From an optimization exercise on the open Yosys and OpenROAD flow, aimed at a short achievable clock period and few clock cycles; shortcuts taken in it are not production practice.
The RTL was checked by simulation tests, not by an equivalence proof against the original design.
Power is estimated from default activity; no workload was simulated.

## design/flow/config.mk

```make
export PLATFORM = sky130hd
export DESIGN_NAME = MCU
export DESIGN_NICKNAME = MCU
export VERILOG_FILES = /design/flow/design.v
export SDC_FILE = /design/flow/constraint.sdc
export NUM_CORES = 4
export LEC_CHECK = 0
export ABC_CLOCK_PERIOD_IN_PS = 2500
export CAP_MARGIN = 20
export CORE_MARGIN = 2
export CORE_UTILIZATION = 40
export SETUP_SLACK_MARGIN = 5
export SLEW_MARGIN = 20
export TNS_END_PERCENT = 100
```

## design/flow/constraint.sdc

```tcl
create_clock -name core_clock -period 8.0 [get_ports {clk}]
set_input_delay 1.6000 -clock core_clock [delete_from_list [all_inputs] [get_ports {clk}]]
set_output_delay 1.6000 -clock core_clock [all_outputs]
set_load 0.01 [all_outputs]
```

## design/flow/design.v

```verilog
`timescale 1ns / 1ps
module MCU(clk,reset,imem_addr,imem_data,dmem_addr,dmem_we,dmem_wdata,dmem_rdata,
           in_data,out_we,out_addr,out_data);
input clk,reset;
output [7:0] imem_addr;
input [16:0] imem_data;
output [7:0] dmem_addr;
output dmem_we;
output [7:0] dmem_wdata;
input [7:0] dmem_rdata;
input [7:0] in_data;
output out_we;
output [7:0] out_addr, out_data;
localparam [4:0] OP_ADD = 5'b00001, OP_ANI = 5'b00010, OP_ADI = 5'b00011,
                 OP_SUB = 5'b00100, OP_SLT = 5'b00101, OP_NOT = 5'b00110,
                 OP_LD  = 5'b00111, OP_ST  = 5'b01000, OP_MOV = 5'b01001,
                 OP_JMP = 5'b01010, OP_JMR = 5'b01011, OP_JML = 5'b01100,
                 OP_ORI = 5'b01101, OP_XOR = 5'b01110, OP_SHL = 5'b01111,
                 OP_SHR = 5'b10001, OP_BZ  = 5'b10010, OP_BNZ = 5'b10011,
                 OP_IN  = 5'b10100, OP_OUT = 5'b10101;
reg [7:0]  pc_f;         
reg        kill_f;       
reg [16:0] ir_d;         
reg [7:0]  pc1_d;        
reg        kill_d;       
reg [7:0]  a_ex, b_ex;   
reg [2:0]  sh_ex;
reg [2:0]  da_ex;
reg        rw_ex, mw_ex, out_ex;
reg        add_ex, sub_ex, slt_ex, and_ex, or_ex, xor_ex, not_ex, mov_ex,
           shl_ex, shr_ex, ld_ex, in_ex;
reg        bz_ex, bnz_ex, jr_ex, jpc_ex;
reg [7:0]  t_ex;         
reg [7:0]  rf [1:7];
wire [7:0] sum  = a_ex + b_ex;
wire [7:0] diff = a_ex - b_ex;
wire [7:0] shl  = a_ex << sh_ex;
wire [7:0] shr  = a_ex >> sh_ex;
wire       lt   = a_ex < b_ex;
wire [7:0] res_ex = ({8{add_ex}} & sum)
                  | ({8{sub_ex}} & diff)
                  | ({8{slt_ex}} & {7'b0, lt})
                  | ({8{and_ex}} & (a_ex & b_ex))
                  | ({8{or_ex}}  & (a_ex | b_ex))
                  | ({8{xor_ex}} & (a_ex ^ b_ex))
                  | ({8{not_ex}} & ~a_ex)
                  | ({8{mov_ex}} & a_ex)
                  | ({8{shl_ex}} & shl)
                  | ({8{shr_ex}} & shr)
                  | ({8{ld_ex}}  & dmem_rdata)
                  | ({8{in_ex}}  & in_data);
assign dmem_addr  = a_ex;
assign dmem_wdata = b_ex;
assign dmem_we    = mw_ex;
assign out_addr   = a_ex;
assign out_data   = b_ex;
assign out_we     = out_ex;
always @(posedge clk)
  if (rw_ex && da_ex != 3'd0) rf[da_ex] <= res_ex;
wire [4:0] op  = ir_d[16:12];
wire [2:0] da  = ir_d[11:9];
wire [2:0] aa  = ir_d[8:6];
wire [2:0] ba  = ir_d[5:3];
wire [5:0] im  = ir_d[5:0];
wire d_add = (op == OP_ADD) | (op == OP_ADI);
wire d_sub = (op == OP_SUB);
wire d_slt = (op == OP_SLT);
wire d_and = (op == OP_ANI);
wire d_or  = (op == OP_ORI);
wire d_xor = (op == OP_XOR);
wire d_not = (op == OP_NOT);
wire d_mov = (op == OP_MOV) | (op == OP_JML);
wire d_shl = (op == OP_SHL);
wire d_shr = (op == OP_SHR);
wire d_ld  = (op == OP_LD);
wire d_in  = (op == OP_IN);
wire d_st  = (op == OP_ST);
wire d_out = (op == OP_OUT);
wire d_jmp = (op == OP_JMP);
wire d_jml = (op == OP_JML);
wire d_jmr = (op == OP_JMR);
wire d_bz  = (op == OP_BZ);
wire d_bnz = (op == OP_BNZ);
wire d_rw  = d_add | d_sub | d_slt | d_and | d_or | d_xor | d_not | d_mov |
             d_shl | d_shr | d_ld | d_in;
wire d_imm  = (op == OP_ANI) | (op == OP_ORI) | (op == OP_ADI);
wire d_sext = (op == OP_ADI);
wire d_link = d_jmp | d_jml;        
wire [7:0] imm = {{2{d_sext & im[5]}}, im};
wire [7:0] rf_a = (aa == 3'd0) ? 8'd0 : rf[aa];
wire [7:0] rf_b = (ba == 3'd0) ? 8'd0 : rf[ba];
wire fwd_a = rw_ex && (da_ex != 3'd0) && (da_ex == aa) && !d_link;
wire fwd_b = rw_ex && (da_ex != 3'd0) && (da_ex == ba) && !d_imm;
wire [7:0] a_oth = d_link ? pc1_d : rf_a;
wire [7:0] b_oth = d_imm ? imm : rf_b;
wire [7:0] a_val = fwd_a ? res_ex : a_oth;
wire [7:0] b_val = fwd_b ? res_ex : b_oth;
wire [7:0] t_rel = pc1_d + {{2{im[5]}}, im};
wire       a_zero = (a_val == 8'd0);
wire       d_taken = d_jmp | d_jml | d_jmr | (d_bz & a_zero) | (d_bnz & ~a_zero);
wire [7:0] t_d = d_jmr ? a_val : t_rel;
wire [4:0] fop = imem_data[16:12];
wire f_isbr = ~kill_f & ((fop == OP_JMP) | (fop == OP_JMR) | (fop == OP_JML) |
                         (fop == OP_BZ) | (fop == OP_BNZ));
wire ex_taken = jpc_ex | jr_ex | (bz_ex & (a_ex == 8'd0)) | (bnz_ex & (a_ex != 8'd0));
wire take_d  = ~kill_f & ~kill_d & d_taken;
wire take_ex = kill_d & ex_taken;
wire [7:0] t_ex_full = jr_ex ? a_ex : t_ex;
wire [7:0] pc_seq = f_isbr ? pc_f + 8'd2 : pc_f + 8'd1;
wire [7:0] pc_nxt = take_d ? t_d : take_ex ? t_ex_full : pc_seq;
assign imem_addr = pc_f;
always @(posedge clk or negedge reset)
begin
  if (!reset) begin
    pc_f   <= 8'd0;
    kill_f <= 1'b0;
    ir_d   <= 17'd0;
    pc1_d  <= 8'd0;
    kill_d <= 1'b0;
    rw_ex  <= 1'b0;
    mw_ex  <= 1'b0;
    out_ex <= 1'b0;
    da_ex  <= 3'd0;
    add_ex <= 1'b0; sub_ex <= 1'b0; slt_ex <= 1'b0; and_ex <= 1'b0;
    or_ex  <= 1'b0; xor_ex <= 1'b0; not_ex <= 1'b0; mov_ex <= 1'b0;
    shl_ex <= 1'b0; shr_ex <= 1'b0; ld_ex  <= 1'b0; in_ex  <= 1'b0;
    bz_ex  <= 1'b0; bnz_ex <= 1'b0; jr_ex  <= 1'b0; jpc_ex <= 1'b0;
    a_ex   <= 8'd0;
    b_ex   <= 8'd0;
    sh_ex  <= 3'd0;
    t_ex   <= 8'd0;
  end else begin
    pc_f   <= pc_nxt;
    kill_f <= (take_d | take_ex) & f_isbr;
    ir_d   <= kill_f ? 17'd0 : imem_data;
    pc1_d  <= pc_f + 8'd1;
    kill_d <= kill_f;
    rw_ex  <= d_rw;
    mw_ex  <= d_st;
    out_ex <= d_out;
    da_ex  <= da;
    add_ex <= d_add; sub_ex <= d_sub; slt_ex <= d_slt; and_ex <= d_and;
    or_ex  <= d_or;  xor_ex <= d_xor; not_ex <= d_not; mov_ex <= d_mov;
    shl_ex <= d_shl; shr_ex <= d_shr; ld_ex  <= d_ld;  in_ex  <= d_in;
    bz_ex  <= d_bz;  bnz_ex <= d_bnz; jr_ex  <= d_jmr; jpc_ex <= d_jmp | d_jml;
    a_ex   <= a_val;
    b_ex   <= b_val;
    sh_ex  <= ir_d[2:0];
    t_ex   <= t_rel;
  end
end
endmodule
```

## design/flow/run.sh

```bash
#!/bin/bash
# synth_recipe.tcl (not shown) runs the flow's synth.tcl, then flattens the netlist and writes it again
# the make line also repeats each setting of config.mk as NAME=value (left out here)
make -C /OpenROAD-flow-scripts/flow DESIGN_CONFIG=/design/flow/config.mk WORK_HOME=/design/flow/orfs CLKGATE_MAP_FILE= SYNTH_SCRIPT=/design/flow/synth_recipe.tcl finish
```

==> results of run 1 <==
==> cell usage after synthesis, drive strengths merged (7+ instances only) <==
library cell / instances / area share, %
nand3: 10 / 0.57
a22oi: 19 / 1.6
nor2: 52 / 2.2
nand2b: 17 / 1.2
nand3b: 12 / 1.0
nand2: 38 / 1.6
a221oi: 13 / 1.7
clkbuf: 29 / 1.2
mux2: 18 / 2.4
a211oi: 13 / 1.2
ha: 34 / 4.9
nor3b: 8 / 0.69
xor2: 10 / 1.0
nor4: 7 / 0.82
o21ai: 36 / 2.1
inv: 41 / 1.8
nor3: 12 / 0.69
xnor2: 18 / 1.8
dfrtp: 84 / 24
nor2b: 35 / 2.5
mux4: 17 / 4.4
mux2i: 57 / 6.5
buf: 41 / 3.3
a21oi: 25 / 1.4
a21o: 8 / 0.69
edfxtp: 56 / 19
==> power breakdown <==
group          switching (mW)  internal, mW
registers               0.106         0.865
clock network           0.286         0.503
logic                   0.506         0.437
total                   0.897          1.80
==> sequential cells by signal, indices dropped and copies added (netlist names), 3 cells and up <==
name   cells
b_ex       8
rf        56
ir_d      17
a_ex       8
t_ex       8
sh_ex      3
pc_f       8
da_ex      3
pc1_d      8
==> final cells by class <==
type | count | share of cell area [%]
Tap cell | 280 | 3.25
Inverter | 41 | 1.50
Clock buffer | 27 | 4.77
Multi-Input combinational cell | 547 | 42.7
Timing Repair Buffer | 143 | 11.8
Clock inverter | 5 | 0.754
Sequential cell | 140 | 35.3
==> critical path, stage by stage <==
cell and delay [ns]:
sky130_fd_sc_hd__clkbuf_2 0.09, sky130_fd_sc_hd__a22oi_1 0.14, sky130_fd_sc_hd__and4_1 0.24, sky130_fd_sc_hd__nand4b_1 0.17, sky130_fd_sc_hd__nor4_4 0.43, sky130_fd_sc_hd__a21oi_2 0.13, sky130_fd_sc_hd__nor4_2 0.31, sky130_fd_sc_hd__or4b_4 0.50
sky130_fd_sc_hd__o211a_4 0.19, sky130_fd_sc_hd__mux2_4 0.30
==> worst min path at each step <==
stage	to	from	slack (ns)	cells after the start
final	da_ex[2]	ir_d[11]	0.34	0
after global routing	da_ex[1]	ir_d[10]	0.35	0
after CTS	da_ex[0]	ir_d[9]	0.35	0
after detailed placement	da_ex[0]	ir_d[9]	0.33	0
after global placement	da_ex[0]	ir_d[9]	0.33	0
after floorplan	da_ex[0]	ir_d[9]	0.33	0
==> logic make-up after synthesis <==
kind of cell | Yosys count
AO/OA/AOI/OAI | 167
XOR/XNOR | 28
adder cells (fa/ha/maj) | 37
buffers and inverters | 111
flip-flops | 140
multiplexers | 92
AND/OR/NAND/NOR | 223
==> per-stage QoR <==
stage               setup WS, ns  hold slack, ns  utilization, %
finish                      4.19           0.345            49.9
global route                4.10           0.353            49.9
CTS                         4.21           0.347            49.2
detailed placement          3.19           0.335            43.8
global placement            3.08           0.332            43.8
floorplan                   4.17           0.331               -
==> metal layers <==
metal / GRT usage, % / vias to the layer above
met2: 33.6 / 220
met1: 32.6 / 3326
met3: 3.71 / 53
met5: 0 / -
li1: - / 3106
met4: 9.12 / 0
==> repair_timing <==
| item | CTS | global route |
|---|---|---|
| hold endpoints to repair | 0 | 0 |
| hold buffers | 0 | 0 |
| setup buffers | 54 | 9 |
| pin swaps | 39 | 28 |
| setup endpoints to repair | 103 | 40 |
| resized for setup | 127 | 52 |
==> flow_results.org, run 1 <==
** Logic synthesis
- Distinct cells, synth :: 83
- In the synthesized netlist the dominant register cell turns out to be sky130_fd_sc_hd__dfrtp_1.
- In this run, synthesis inferred 56 flip-flops with an integrated enable.
- By area, the combinational part of the netlist is dominated by simple AND/OR/NAND/NOR gates.
- Post-Synth XOR/XNOR Area :: around 2.8%
- Combined area of all synthesized cells :: ~0.0087 sq mm
- Summing the areas of all and, or, nand and nor instances in the mapped netlist gives 14.3% of the synthesized area.
- Syn Nets :: 870
- Share of synthesized flip-flops with an asynchronous set or reset :: between 60% and 70%
- Number of warnings issued by yosys :: 1
- The synthesized netlist devotes 14.2% of its cell area to compound gates.
- Counting flops and latches in the post-synthesis netlist gives 140.
- Synthesized area per cell :: 10.9 sq um
- Proportion of synthesized chip area in sequential cells :: between 40% and 50%
- Multiplexer cells account for between 10% and 20% of the synthesized area.
- After Yosys synthesis, full adders, half adders and majority gates account for between 5 and 6% of the synthesized area.
- Counting every instance in the synthesized netlist gives ~800.

** Clocking
- Clock tree synthesis found a total of 140 sinks.
- Clock-pin slew was measured on the worst setup and hold paths at approximately 0.05 ns.
- CTS Root Buffer Type :: sky130_fd_sc_hd__clkbuf_16
- Counting along the longest clock path gives a buffer depth of 2.
- The H-tree was split into 4 levels.
- The later pin in the worst-skew pair is clocked with a latency of about 0.42 ns.
- TritonCTS built the clock tree.
- TritonCTS created 17 clock buffers.

** Finish
- Relative to the synthesized area, the layout overhead comes to 23.8%.
- Most frequent cells in the layout :: sky130_fd_sc_hd__dfrtp_1, sky130_fd_sc_hd__edfxtp_1, sky130_fd_sc_hd__mux2i_1, sky130_fd_sc_hd__nor2_1, sky130_fd_sc_hd__buf_4
- The number of antenna diodes in the final layout is 0.
- Proportion of layout cells with a drive suffix above 1 :: between 20% and 30%
- The final layout contains a little under 1k nets.
- Fill count :: ~2k
- After routing the design area is roughly 0.011 sq mm.
- Summing all flip-flop and latch instances after layout gives about 0.0038 sq mm.
- In the final layout, the multi-input gates occupy roughly 0.0046 sq mm.
- Layout Cells excl Fill :: ~1.2k
- Leaving out fill and tap cells, the most frequent cell in the layout is sky130_fd_sc_hd__dfrtp_1.

** Route
- The routed design uses between 10000 and 15000 um of met2 wire.
- Initial DRT Pass Iterations :: 5
- DRC violation total after the first TritonRoute iteration :: 554
- In the final routed layout, each cell accounts on average for roughly 21 um.
- Overall via count from detail_route :: 6705
- Total detailed-routing wirelength :: about 25000 um
- Dividing the detail-routed via count by the number of cells gives 5.67.
- Remaining DRCs :: 0
- After detailed routing, the met3 layer carries approximately 1400 um of wire.
- The detail route stage leaves a number of antenna-violating nets equal to 0.
- For this block, wires on met1 add up to 11800 um.
- Signal routing reaches up to met4.

** Setup path
- Launch point of the worst path :: in_data[6]
- The worst setup path is of the primary input to flop kind.
- The setup check on the worst reg-to-reg path leaves a slack of ~4.2 ns.
- Startpoint of the worst-slack reg-to-reg timing path :: a_ex[0]
- R2r endpoint :: pc_f[7]
- Of all nets on the critical path, the largest fanout is 7.
- STA puts the critical path data required time at slightly above 8 ns.
- Type of element launching the critical path :: primary input
- Data arrival time of the worst path :: approximately 4.1 ns
- Critical path destination :: pc_f[7]
- The worst setup path is captured at a flop.
- Cells on worst reg2reg path :: 13

** STA
- For the pin with the worst max-slew slack, the measured transition is 1.10 ns.
- The worst path uses a little under half of the clock period.
- Clock period minus final worst setup slack :: 3.81 ns
- The final count of hold timing violations came to 0.
- The number of max-slew violations in the final report was 0.
- Headroom to the max-slew limit came out at between 20% and 30%.
- Adding up every negative setup slack in the final design gives 0 ns.
- Between clock sinks in the finished design, the worst skew comes to around 0.011 ns.
- Unrepaired setup endpoints after global routing :: yes
- Number of failing setup endpoints in the final timing report :: 0
- Derived from the worst setup path, the maximum achievable clock frequency is 263 MHz.

** Global routing
- The first global-routing pass estimated between 30000 and 40000 um of wire.
- Global routing used between 20 and 25% of the available tracks.
- Entering global routing, the biggest net connects between 80 and 90 pins.
- Via count of the first global-routing pass :: around 6.5k
- Number of antenna violations at the first check in global routing :: 1
- For this run the aggregate overflow at the end of global routing stands at 0.

** Pwr
- Summed over all cells, the static leakage comes to around 4.4 nW.
- The design draws between 2 and 3 mW.
- Power density relative to cell area :: between 200 and 300 mW/mm^2
- VDD sags by at most about 0.00016 V.

** Placement
- Counting tap cells, the placed design contains a total of approximately 1.1k instances.
- Gp weighted congestion :: between 0.9 and 1
- Input and output buffers added on the ports amount to 76.
- The wire-length estimate of the detail-placed layout is approximately 17000 um.
- Cell Area, Placed :: around 0.0095 sq mm

** Floorplanning
- Row Count :: 54
- Measured along the y axis, the die boundary spans between 150 and 200 um.
- In this run the count of I/O pins placed on the die edge is 77.
- Die Width :: approximately 150 um
- Core ar. :: 0.0216 sq mm
- Die Area :: about 0.023 sq mm
- Initial standard-cell utilization of the core :: between 40% and 50%

** Run status
- Status :: finished clean

** Flow run
- Across the run, the number of max-cap violations was 0.

** Min path
- Path class of the lowest-slack min-delay path :: flop to flop
Testbench counts, summed over its fixed seeds: cycles 140,939.
==> run 2, diff against run 1 <==
==> design/flow/config.mk (replaced) <==
export PLATFORM = sky130hd
export DESIGN_NAME = MCU
export DESIGN_NICKNAME = MCU
export VERILOG_FILES = /design/flow/design.v
export SDC_FILE = /design/flow/constraint.sdc
export NUM_CORES = 4
export LEC_CHECK = 0
export CAP_MARGIN = 20
export CORE_MARGIN = 2
export CORE_UTILIZATION = 40
export SLEW_MARGIN = 20
==> flow_results.org, run 2 <==
** Floorplanning
- The vertical die dimension was 152 um (unchanged).
- Die Area :: 0.0230 sq mm (unchanged)
- Count of pins on the block boundary :: 77 (unchanged)
- The number of cell rows came to 54 (unchanged).
- The starting utilization of the core area was 40.3% (unchanged).
- The placeable core area is 0.0216 sq mm (unchanged).
- Die Width :: 152 um (unchanged)

** Logic synthesis
- Top post-synthesis cells by count :: sky130_fd_sc_hd__dfrtp_1, sky130_fd_sc_hd__mux2i_1, sky130_fd_sc_hd__edfxtp_1, sky130_fd_sc_hd__nor2_1, sky130_fd_sc_hd__inv_1
- The number of register bits inferred by synthesis was 140 (unchanged).
- The fraction of the yosys area taken by sequential cells was 43.4% (unchanged).
- The proportion of register bits with asynchronous set or reset after synthesis came to 60.0% (unchanged).
- The gate count after technology mapping came to 798 (unchanged).
- The count of flip-flops with a built-in enable after synthesis was 56 (unchanged).
- Syn Nets :: 870 (unchanged)
- Predominant post-synthesis flop cell :: sky130_fd_sc_hd__dfrtp_1
- By area the synthesized netlist is led by sky130_fd_sc_hd__dfrtp_1, sky130_fd_sc_hd__edfxtp_1, sky130_fd_sc_hd__mux2i_1.
- The unique cell type count in the Yosys netlist came to 83 (unchanged).
- The number of warnings issued by yosys came to 1 (unchanged).
- The largest total area in the synthesized netlist belongs to sky130_fd_sc_hd__dfrtp_1.
- Synthesized area per cell :: 10.9 sq um (unchanged)
- Most repeated cell in the gate-level netlist after synthesis :: sky130_fd_sc_hd__dfrtp_1
- The top-area cell type share of the netlist area was 24.1% (unchanged).
- Combined area of all synthesized cells :: 0.00872 sq mm (unchanged)

** Clocking
- The number of buffers on the longest clock path came to 2 (unchanged).
- The number of buffers added for setup after CTS is 0 (-100%).
- The TritonCTS buffer count came to 17 (unchanged).
- Post-CTS Hold Buffers :: 0 (unchanged)
- The quantity of gates resized following cts is 0 (-100%).
- Clock input transition at the sequential cells of the worst setup and hold paths :: 0.06 ns (about the same)
- CTS Root Buffer Type :: sky130_fd_sc_hd__clkbuf_16
- H-tree Lvls :: 4 (unchanged)
- Worst-skew pair later-pin latency :: 0.43 ns (about the same)
- The count of clock tree sinks came to 140 (unchanged).
- TritonCTS built the clock tree.

** Route
- The remaining design rule violation count is 0 (unchanged).
- Wire length on met2 :: 10500 um (-5.8%)
- Via-per-instance ratio :: 5.66 (-0.10%)
- Top Metal Used :: met4
- Metal-1 WL :: 10600 um (-9.9%)
- Overall via count from detail_route :: 6330 (-5.6%)
- The iteration-0 DRC count of the detailed router was 616 (+11%).
- The average routed wire per standard cell is 20.4 um (-4.2%).
- The overall routed net length came to 22900 um (-9.5%).
- The number of detailed-routing iterations run before antenna repair is 5 (unchanged).
- Routed length on met3 :: 1240 um (-9.4%)
- Antenna viol nets, final :: 0 (unchanged)

** Finish
- Counting flops per register, the top entry is rf.
- Fill count :: 2019 (+1.3%)
- Most frequent cells in the layout :: sky130_fd_sc_hd__dfrtp_1, sky130_fd_sc_hd__clkdlybuf4s50_1, sky130_fd_sc_hd__mux2i_1, sky130_fd_sc_hd__edfxtp_1, sky130_fd_sc_hd__nor2_1
- Relative to the synthesized area, the layout overhead comes to 15.5%.
- The net count of the finished layout was 897 (-6.8%).
- Leaving out fill and tap cells, the most frequent cell in the layout is sky130_fd_sc_hd__dfrtp_1.
- Flip-flop count of the largest register, all copies and words added :: 56 (unchanged)
- Final Util :: 46.6% (-3.3 points)
- Largest registers ranked by flip-flop count :: rf x56, ir_d x17
- Antenna Cells :: 0 (unchanged)
- The share of cells above drive strength 1 is 10.3% (-13 points).

** Placement
- The sum of net half-perimeters after detailed placement is 16400 um (-0.81%).
- Gp weighted congestion :: 0.872 (-3.2%)
- The number of port buffers came to 76 (unchanged).

** Setup path
- Type of element launching the critical path :: primary input
- Launch point of the worst path :: in_data[5]
- Traced cell by cell, the critical path runs through clkdlybuf4s50_1 -> a22oi_1 -> o21ai_0 -> a2111oi_0 -> nand4_1 -> nand2_1 -> o21ai_0 -> or4b_1 -> o211a_1 -> mux2_4.
- Worst path most repeated cell :: sky130_fd_sc_hd__o21ai_0
- Worst stage delay on the critical path :: 0.57 ns (+0.07 ns)
- Data arrival time of the worst path :: 4.88 ns (+0.77 ns)
- CP max stage cell :: sky130_fd_sc_hd__or4b_1
- STA classifies the critical path endpoint as a flop.
- Largest fanout on the critical path :: 9 (+2)
- The setup path with the least slack is of type primary input to flop.
- Required time of the critical path :: 8.31 ns (about the same)
- The worst register-to-register path begins at a_ex[0].

** Pwr
- The static leakage power was 3.93 nW (-10%).
- The maximum ir drop on the vdd rail was 0.000197 V (+22%).
- The cell area power density is 256 mW/mm^2 (+2.3%).

** Global routing
- The number of antenna violations at the first check in global routing came to 0 (-1).
- The maximum number of pins on one net before global-route repair was 85 (unchanged).
- The global-route usage over all layers was 20.7% (-1.8 points).
- Via count of the first global-routing pass :: 6056 (-7.3%)
- Wire length of the first global-routing pass :: 35300 um (-7.9%)
- The total congestion overflow was 0 (unchanged).

** STA
- The shortest period the worst path allows is 4.56 ns (+0.754 ns).
- Number of failing setup endpoints in the final timing report :: 0 (unchanged)
- Post-route clock skew :: 0.0105 ns (-0.000843 ns)
- Final hold vios :: 0 (unchanged)
- Final worst-path cycle share :: 57.0% (+9.4 points)
- Slew of the pin with the lowest slew margin :: 1.07 ns (-0.0322 ns)
- Setup repair after global routing left no endpoint under its margin.
- The setup TNS after final layout was 0 ns (unchanged).
- The worst slew margin relative to its limit came to 28.9% (+3.1 points).
- The maximum clock rate is 219 MHz (-17%).
- The number of max-slew violations in the final report is 0 (unchanged).

** Run status
- The run finished with no timing, DRC or antenna violations.

** Min path
- The path class of the tightest hold or removal check is flop to flop.
- Min-Delay Startpoint :: ir_d[10]

** Flow run
- Maximum Capacitance Violations :: 0 (unchanged)
run 2: cell counts after synthesis:
No cell type changed its count.
run 2: stage by stage:
| stage | setup slack [ns] | hold slack (ns) | std cells | area (sq um) | power, mW |
|---|---|---|---|---|---|
| finish | 3.44 | 0.346 | 1118 | 10100 | 2.58 |
| detailed placement | 2.97 | 0.335 | 1086 | 9450 | 1.78 |
| global route | 3.23 | 0.355 | 1118 | 10100 | 2.72 |
| global placement | 2.99 | 0.333 | 1086 | 9450 | 1.78 |
| floorplan | 4.10 | 0.331 | 798 | 8720 | 1.51 |
| CTS | 3.43 | 0.348 | 1118 | 10100 | 2.59 |
run 2: critical path, delay by kind of cell:
family / cells / cell delay (ns)
AO/OA/AOI/OAI: 5 / 1.30
AND/OR/NAND/NOR: 3 / 1.23
buffers and inverters: 1 / 0.40
multiplexers: 1 / 0.36
run 2: power by group:
part | internal (mW) | switching (mW)
combinational | 0.370 | 0.398
sequential | 0.860 | 0.146
clock | 0.508 | 0.298
total | 1.74 | 0.842
run 2: metal layers:
metal  vias to the layer above  track usage (%)
li1                       2986                -
met1                      3113             30.0
met2                       202             31.8
met3                        29             3.05
met4                         0             7.08
met5                         -                0
run 2: final timing paths:
path                       endpoint  slack [ns]  cells past startpoint
setup / recovery            pc_f[7]        3.44                     10
max in group asynchronous   b_ex[2]        6.28                      1
setup reg to reg            pc_f[7]        3.49                     12
hold / removal             da_ex[1]        0.35                      0
min in group asynchronous  pc1_d[7]        1.22                      1
hold reg to reg            da_ex[1]        0.35                      0
run 2: layout make-up:
cell class                      count  area [sq um]  share of cell area, %
Clock buffer                       23           508                   5.04
Clock inverter                      9           108                   1.07
Inverter                           41           154                   1.53
Multi-Input combinational cell    547          4390                   43.6
Sequential cell                   140          3780                   37.6
Tap cell                          280           350                   3.48
Timing Repair Buffer               78           777                   7.72
run 2: logic make-up (layout without fill, tap and decap cells):
| group | Yosys count | count (layout) | share of synthesized area (%) |
|---|---|---|---|
| XOR/XNOR | 28 | 28 | 2.81 |
| AND/OR/NAND/NOR | 223 | 223 | 14.3 |
| adder cells (fa/ha/maj) | 37 | 37 | 5.57 |
| multiplexers | 92 | 92 | 13.4 |
| AO/OA/AOI/OAI | 167 | 167 | 14.2 |
| flip-flops | 140 | 140 | 43.4 |
| buffers and inverters | 111 | 151 | 6.29 |

[static timing again, ports no longer ideal]
Ports are ideal in the flow. The routed layouts listed here were re-timed in OpenROAD. Step 1 sets driving cells, clkbuf_16 on the clock port and buf_2 on the other inputs (assumed; they add their load-dependent delay and slew). Step 2, shift: input delay + t, output delay - t, t = (earliest + latest rising clock arrival at the registers) / 2. This alone moves slack from input paths to output paths. Slacks: ideal ports / drivers / drivers and shift; pairs: ideal ports / drivers.
| run | t, ns | setup WS [ns] | worst setup path after step 2 | clock arrival spread, ns | worst data-port slew with drivers (ns) |
|---|---|---|---|---|---|
| run 1 | 0.463 | 4.191 / 4.204 / 3.741 | input to register | 0.011 / 0.011 | 0.05 |
| run 2 | 0.468 | 3.437 / 3.455 / 2.988 | input to register | 0.011 / 0.011 | 0.04 |
After both steps setup and hold are still met in every run listed. The setup slack of run 1, which loses most, moves by +0.013 ns with the drivers and by -0.450 ns with both steps.
